What follows belongs to an exercise in optimizing a design on an open flow for small area; a production flow would make more cautious choices.
The RTL of this run was laid out without a check of its function.

==> design.v <==
module parking_meter(clk, rst, buttonU, buttonR, buttonL, buttonD, switch0, switch1, s_clk, seg_anode, seg_cathodes);
	input clk, rst;
	input buttonU, buttonR, buttonL, buttonD, switch0, switch1, s_clk;
	output wire [3:0] seg_anode;
	output wire [6:0] seg_cathodes;
	reg [3:0] b1, b2;            
	always @(posedge clk) begin
		if (rst) begin
			b1 <= 4'd0;
			b2 <= 4'd0;
		end else begin
			b1 <= {buttonD, buttonR, buttonL, buttonU};
			b2 <= b1;
		end
	end
	wire U = b2[0], L = b2[1], R = b2[2], D = b2[3];
	wire s = s_clk, w0 = switch0, w1 = switch1;
	reg [3:0] st;
	wire bs = U | L | R | D | s;
	reg [3:0] st_n;
	always @(*) begin
		case (st)
		4'd0: begin
			if (s & ~(U|L|R|D|w0|w1)) st_n = 4'd1;
			else if (U & ~(s|L|R|D|w0|w1)) st_n = 4'd2;
			else if (L & ~(U|s|R|D|w0|w1)) st_n = 4'd3;
			else if (R & ~(U|L|s|D|w0|w1)) st_n = 4'd4;
			else if (D & ~(U|L|R|s|w0|w1)) st_n = 4'd5;
			else if (w0 & ~(U|L|R|D|s|w1)) st_n = 4'd6;
			else if (w1 & ~(U|L|R|D|w0|s)) st_n = 4'd7;
			else st_n = 4'd0;
		end
		4'd6: st_n = w0 ? 4'd6 : 4'd8;
		4'd7: st_n = w1 ? 4'd7 : 4'd8;
		4'd8: begin
			if (w0 & ~bs) st_n = 4'd6;
			else if (w1 & ~bs) st_n = 4'd7;
			else if (bs) st_n = 4'd8;
			else st_n = 4'd0;
		end
		default: st_n = 4'd8;
		endcase
	end
	always @(posedge clk) begin
		if (rst) st <= 4'd0;
		else st <= st_n;
	end
	reg [3:0] t0, t1, t2, t3;
	wire [2:0] sel = st[2:0];
	wire zero = (t0 == 4'd0) & (t1 == 4'd0) & (t2 == 4'd0) & (t3 == 4'd0);
	wire [3:0] k1 = (sel == 3'd2 || sel == 3'd3) ? 4'd5 : 4'd0;
	wire [3:0] k2 = (sel == 3'd3) ? 4'd1 : (sel == 3'd4) ? 4'd2 : (sel == 3'd5) ? 4'd5 : 4'd0;
	wire [4:0] s1 = t1 + k1;
	wire c2 = s1 >= 5'd10;
	wire [3:0] a1 = c2 ? s1 - 5'd10 : s1[3:0];
	wire [4:0] s2 = t2 + k2 + c2;
	wire c3 = s2 >= 5'd10;
	wire [3:0] a2 = c3 ? s2 - 5'd10 : s2[3:0];
	wire c4 = c3 & (t3 == 4'd9);
	wire [3:0] a3 = t3 + c3;
	wire z0 = t0 == 4'd0, z1 = t1 == 4'd0, z2 = t2 == 4'd0;
	wire [3:0] d0 = z0 ? 4'd9 : t0 - 4'd1;
	wire [3:0] d1 = z0 ? (z1 ? 4'd9 : t1 - 4'd1) : t1;
	wire [3:0] d2 = (z0 & z1) ? (z2 ? 4'd9 : t2 - 4'd1) : t2;
	wire [3:0] d3 = (z0 & z1 & z2) ? t3 - 4'd1 : t3;
	always @(posedge clk) begin
		if (rst) begin
			t0 <= 4'd0; t1 <= 4'd0; t2 <= 4'd0; t3 <= 4'd0;
		end else case (sel)
		3'd0: ;
		3'd1: if (!zero) begin
			t0 <= d0; t1 <= d1; t2 <= d2; t3 <= d3;
		end
		3'd6: begin
			t0 <= 4'd0; t1 <= 4'd1; t2 <= 4'd0; t3 <= 4'd0;
		end
		3'd7: begin
			t0 <= 4'd5; t1 <= 4'd0; t2 <= 4'd2; t3 <= 4'd0;
		end
		default: begin
			if (c4) begin
				t0 <= 4'd9; t1 <= 4'd9; t2 <= 4'd9; t3 <= 4'd9;
			end else begin
				t1 <= a1; t2 <= a2; t3 <= a3;
			end
		end
		endcase
	end
	reg [1:0] seq;
	reg sp;
	always @(posedge clk) begin
		if (rst) begin
			seq <= 2'd0;
			sp <= 1'b0;
		end else begin
			sp <= s;
			if (s & ~sp) seq <= seq + 2'd1;
		end
	end
	wire le200 = (t3 == 4'd0) & ((t2 < 4'd2) | ((t2 == 4'd2) & (t1 == 4'd0) & (t0 == 4'd0)));
	wire blank = zero ? ~seq[1] : le200 ? ~seq[0] : 1'b0;
	reg [2:0] ac;
	reg [3:0] hd;       
	reg [3:0] dsel;
	always @(*) begin
		case (ac[2:1])
		2'd0: dsel = t1;
		2'd1: dsel = t2;
		2'd2: dsel = t3;
		default: dsel = t0;
		endcase
	end
	always @(posedge clk) begin
		if (rst) begin
			ac <= 3'd0;
			hd <= 4'd15;
		end else begin
			ac <= ac + 3'd1;
			if (ac[0]) hd <= dsel;
		end
	end
	assign seg_anode[0] = blank | ~(ac[0] & (ac[2:1] == 2'd0));
	assign seg_anode[1] = blank | ~(ac[0] & (ac[2:1] == 2'd1));
	assign seg_anode[2] = blank | ~(ac[0] & (ac[2:1] == 2'd2));
	assign seg_anode[3] = blank | ~(ac[0] & (ac[2:1] == 2'd3));
	reg [6:0] cat;
	always @(*) begin
		case (hd)
		4'd0: cat = 7'b1000000;
		4'd1: cat = 7'b1111001;
		4'd2: cat = 7'b0100100;
		4'd3: cat = 7'b0110000;
		4'd4: cat = 7'b0011001;
		4'd5: cat = 7'b0010010;
		4'd6: cat = 7'b0000010;
		4'd7: cat = 7'b1111000;
		4'd8: cat = 7'b0000000;
		4'd9: cat = 7'b0011000;
		4'd15: cat = 7'b1111111;
		default: cat = 7'bxxxxxxx;
		endcase
	end
	assign seg_cathodes = cat;
endmodule
==> run.sh <==
#!/bin/bash
# synth_recipe.tcl (not shown) runs the flow's synth.tcl, then flattens the netlist and writes it again
# the make line also repeats each setting of config.mk as NAME=value (left out here)
make -C /OpenROAD-flow-scripts/flow DESIGN_CONFIG=/design/flow/config.mk WORK_HOME=/design/flow/orfs CLKGATE_MAP_FILE= SYNTH_SCRIPT=/design/flow/synth_recipe.tcl finish
==> config.mk <==
export PLATFORM = sky130hd
export DESIGN_NAME = parking_meter
export DESIGN_NICKNAME = parking_meter
export VERILOG_FILES = /design/flow/design.v
export SDC_FILE = /design/flow/constraint.sdc
export NUM_CORES = 4
export LEC_CHECK = 0
export CAP_MARGIN = 20
export CORE_MARGIN = 2
export CORE_UTILIZATION = 40
export SLEW_MARGIN = 20
==> constraint.sdc <==
create_clock -name core_clock -period 20.0 [get_ports {clk}]
set_input_delay 4.0000 -clock core_clock [delete_from_list [all_inputs] [get_ports {clk}]]
set_output_delay 4.0000 -clock core_clock [all_outputs]
set_load 0.01 [all_outputs]
==> flow_metrics.tcl <==
set metrics [dict create \
    p_comb_frac 0.349 \
    ir_drop_uv 30.93 \
    drtIter0Drc 226 \
    cp_slowest_stage_delay_ns 0.49 \
    cpMaxStageDelayCell "clkdlybuf4s50_1" \
    vias 2579 \
    start_util 0.4112 \
    firstDrtPassIters 4 \
    drv_slew 0 \
    yosysSeqAreaShare 0.3037 \
    setup_slack_ns 13.13 \
    syn_area_um2 2967 \
    cp-end-kind "output port" \
    yosys_warnings 1 \
    seqPwrFrac 0.378 \
    grt_busiest_layer "met2" \
    finClkSkew_ns 0.008306 \
    register_area_um2 900.9 \
    synth.area.top_cells "dfxtp_1 (30%), ha_1 (8.9%), o21ai_0 (3.9%), nor2b_1 (3.8%), nor2_1 (3.3%)" \
    fin_crit_sh 0.3436 \
    p_int_uw 199.6 \
    cp_max_fo 7 \
    path_delay_family "simple AND/OR/NAND/NOR gates" \
    vias_per_cell 5.631 \
    p_per_area_nw_per_um2 91.20 \
    cts_buffer_depth 2 \
    die_h_um 90.12 \
    setup_violations 0 \
    synth_top_area_share 0.3037 \
    final_net_count 390 \
    ant_nets 0 \
    cts_tree "done" \
    totalPowerFinal_uw 306.1 \
    port_buffers 19 \
    status "complete, no violations" \
    p_clk_frac 0.273 \
    yosysTopAreaCell "dfxtp_1" \
    grt_use_total 0.1838 \
    synth_common_cells "dfxtp_1 (45), nor2_1 (26), nand2_1 (25)" \
    postSynthCellCount 349 \
    routedWlPerCell_um 15.84 \
    post_synth.cell_area_avg_um2 8.500 \
    overflow 0 \
    cp.arrival_ns 2.87 \
    multi_input_area_um2 1914 \
    tightest_slew_ns 0.6985 \
    hp-start "b1[2]$_SDFF_PP0_" \
    grt_pass1_wl_mm 12.28 \
    cts-root-buf "clkbuf_8" \
    synth_nets 381 \
    r2r-start "st[1]$_SDFF_PP0_" \
    fillers 719 \
    critPathBufInv 2 \
    num_antenna_cells 0 \
    use_met3 0.03018 \
    hold_class "reg -> reg" \
    drt-total-wl_mm 7.256 \
    synth_top_flop_cell "dfxtp_1" \
    use_met2 0.2995 \
    synth.most_common_cell "dfxtp_1" \
    antenna_found_initial 0 \
    critPathRequiredTime_ns 16.00 \
    drv_cap 0 \
    io_pins 20 \
    clkTransAtPathRegs_ns 0.09 \
    synth-edff-count 0 \
    crit_path_cell_trace "inv_1 -> ha_1 -> nor3b_2 -> nand2_1 -> nor2_1 -> xnor2_1 -> a31oi_1 -> or3b_1 -> clkdlybuf4s50_1" \
    pre_cts_slack_ns 13.51 \
    ff2ff_path_depth 22 \
    clk_latency_ns 0.30 \
    hold_buffers 0 \
    rsz0062_at_grt "false" \
    hpwl_mm 5.348 \
    switching_share 0.3481 \
    ys_types 66 \
    synth-seq-cells 45 \
    cts.sinks 45 \
    core_area_um2 7214 \
    htreeDepth 2 \
    r2r-end "t3[2]$_SDFFE_PP0P_" \
    leakagePower_uw 0.001325 \
    post_cts_buffers 0 \
    finalHoldViolations 0 \
    whs_path_depth 1 \
    area_growth_pct 13.16 \
    max_freq_ghz 0.1455 \
    start_kind "register" \
    rrSetupSlack_ns 15.10 \
    grt_pass1_vias 2469 \
    post_cts_resized 0 \
    drive_gt1_frac 0.09471 \
    die_w_um 90.12 \
    drc_errors 0 \
    synthArstFlopShare 0 \
    grt_max_degree 32 \
    routabilityCongestion 0.8563 \
    row_count 31 \
    slew_headroom 0.5323 \
    hold_end "b2[2]$_SDFF_PP0_" \
    setup.worst_path.class "reg -> out" \
    grt_use_met1 0.2561 \
    power.switching_uw 106.6 \
    cts_buffers 5 \
    period_needed_ns 6.873 \
    dieArea_um2 8122 \
    setup_tns_ns 0 \
]
[power groups by stage]
stage / sequential [uW] / clock (uW) / combinational [uW]
2_1_floorplan: 109 / 0 / 85.8
3_3_place_gp: 117 / 0 / 105
3_5_place_dp: 118 / 0 / 106
4_1_cts: 115 / 85.6 / 107
5_1_grt: 118 / 88.8 / 119
6_report: 116 / 83.5 / 107
[final cells by class]
cell class              instances  area share
repair buffers                 20     0.05889
well taps                      99     0.03690
flip-flops and latches         45      0.2684
inverters                      22     0.02460
clock buffers                   5     0.02050
multi-input cells             264      0.5703
clock inverters                 3     0.02050
[sequential cells by signal (all words and copies together), names as in the netlist, 4 cells and up]
register and count:
st 4, t2 4, b1 4, t0 4
t3 4, b2 4, seg_cathodes 7, hd 4
t1 4
[per-stage QoR]
step / cells / utilization / hold slack [ns] / area, um^2
after floorplan: 349 / - / 0.4138 / 2967
after global placement: 450 / 0.4462 / 0.4251 / 3219
after detailed placement: 450 / 0.4462 / 0.4242 / 3219
after CTS: 458 / 0.4653 / 0.4444 / 3357
after global routing: 458 / 0.4653 / 0.4579 / 3357
final: 458 / 0.4653 / 0.4405 / 3357
[worst reg2reg max path: stages (launching register included)]
cell and delay (ns):
dfxtp_1 0.48, nor2b_1 0.32, ha_1 0.23, ha_1 0.19, xnor2_1 0.19, ha_1 0.25
inv_1 0.05, a31o_2 0.20, a21oi_1 0.43, fa_1 0.33, fa_1 0.26, xor2_2 0.21
ha_1 0.22, inv_1 0.08, a31o_1 0.20, o22a_2 0.26, nand2_4 0.09, inv_1 0.05
ha_1 0.21, ha_1 0.21, o21ai_0 0.16, a22oi_1 0.10, a21oi_1 0.15
[cell families after synthesis]
kind of cell               count (synthesis)  share of synthesized area
buffers and inverters                     40                    0.05103
xor gates and xnor gates                  14                    0.04387
and+or+nand+nor                          122                     0.2235
adders and majority gates                 23                     0.1021
AOI/OAI and AO/OA                         93                     0.2176
DFF                                       45                     0.3037
muxes                                     12                    0.05820
[metal layers]
metal,up-vias,routed length (um)
li1,1279,-
met1,1231,3536
met2,59,3288
met3,10,316
met4,0,114
met5,-,0
[cells in the final DEF (no fill, tap or decap), types with 3 or more instances in the layout]
cell type	Yosys	routed
a21oi_1	18	18
a311oi_1	5	5
a31oi_1	6	6
clkbuf_8	0	5
clkdlybuf4s50_1	0	19
dfxtp_1	45	45
ha_1	21	21
inv_1	20	20
mux2i_1	6	6
mux4_2	4	4
nand2_1	25	25
nand2b_1	3	3
nand3_1	5	5
nand4_1	5	5
nor2_1	26	26
nor2b_1	18	18
nor3_1	13	13
nor3b_1	3	3
nor3b_2	3	3
nor4_1	4	4
o21a_1	6	6
o21ai_0	23	23
o221a_2	3	3
xnor2_1	8	8
xor2_1	5	5
[worst max path at each step]
stage	from	to	slack (ns)	cells past startpoint
floorplan	t1[0]$_SDFFE_PP0P_	seg_anode[0]	14.18	8
global placement	t1[1]$_SDFFE_PP0P_	seg_anode[0]	13.57	9
detailed placement	t1[1]$_SDFFE_PP0P_	seg_anode[0]	13.51	9
CTS	t1[0]$_SDFFE_PP0P_	seg_anode[0]	13.14	9
global route	t1[0]$_SDFFE_PP0P_	seg_anode[0]	12.95	9
finish	t1[0]$_SDFFE_PP0P_	seg_anode[0]	13.13	9

==> what the ideal ports hide <==
How much do the figures lean on ideal ports? The routed layout below was timed once more, with nothing changed but the port constraints.
Step 1 assumes that a clkbuf_16 drives the clock port and a buf_2 every other input.
Step 2 moves the port delays by t, midway between the first and last clock arrival at a register: inputs arrive t later, outputs are due t later. That takes back most of the time a late clock gives input paths.
Three values: ideal ports, drivers, drivers and shift; two values: the first two.
shift t [ns]: 0.326
setup WS [ns]: 13.127 / 13.098 / 13.424
worst slew at a driven data input, ns: 0.03
After both steps setup and hold are still met in this run. The setup slack of this run moves by -0.029 ns with the drivers and by +0.297 ns with both steps.
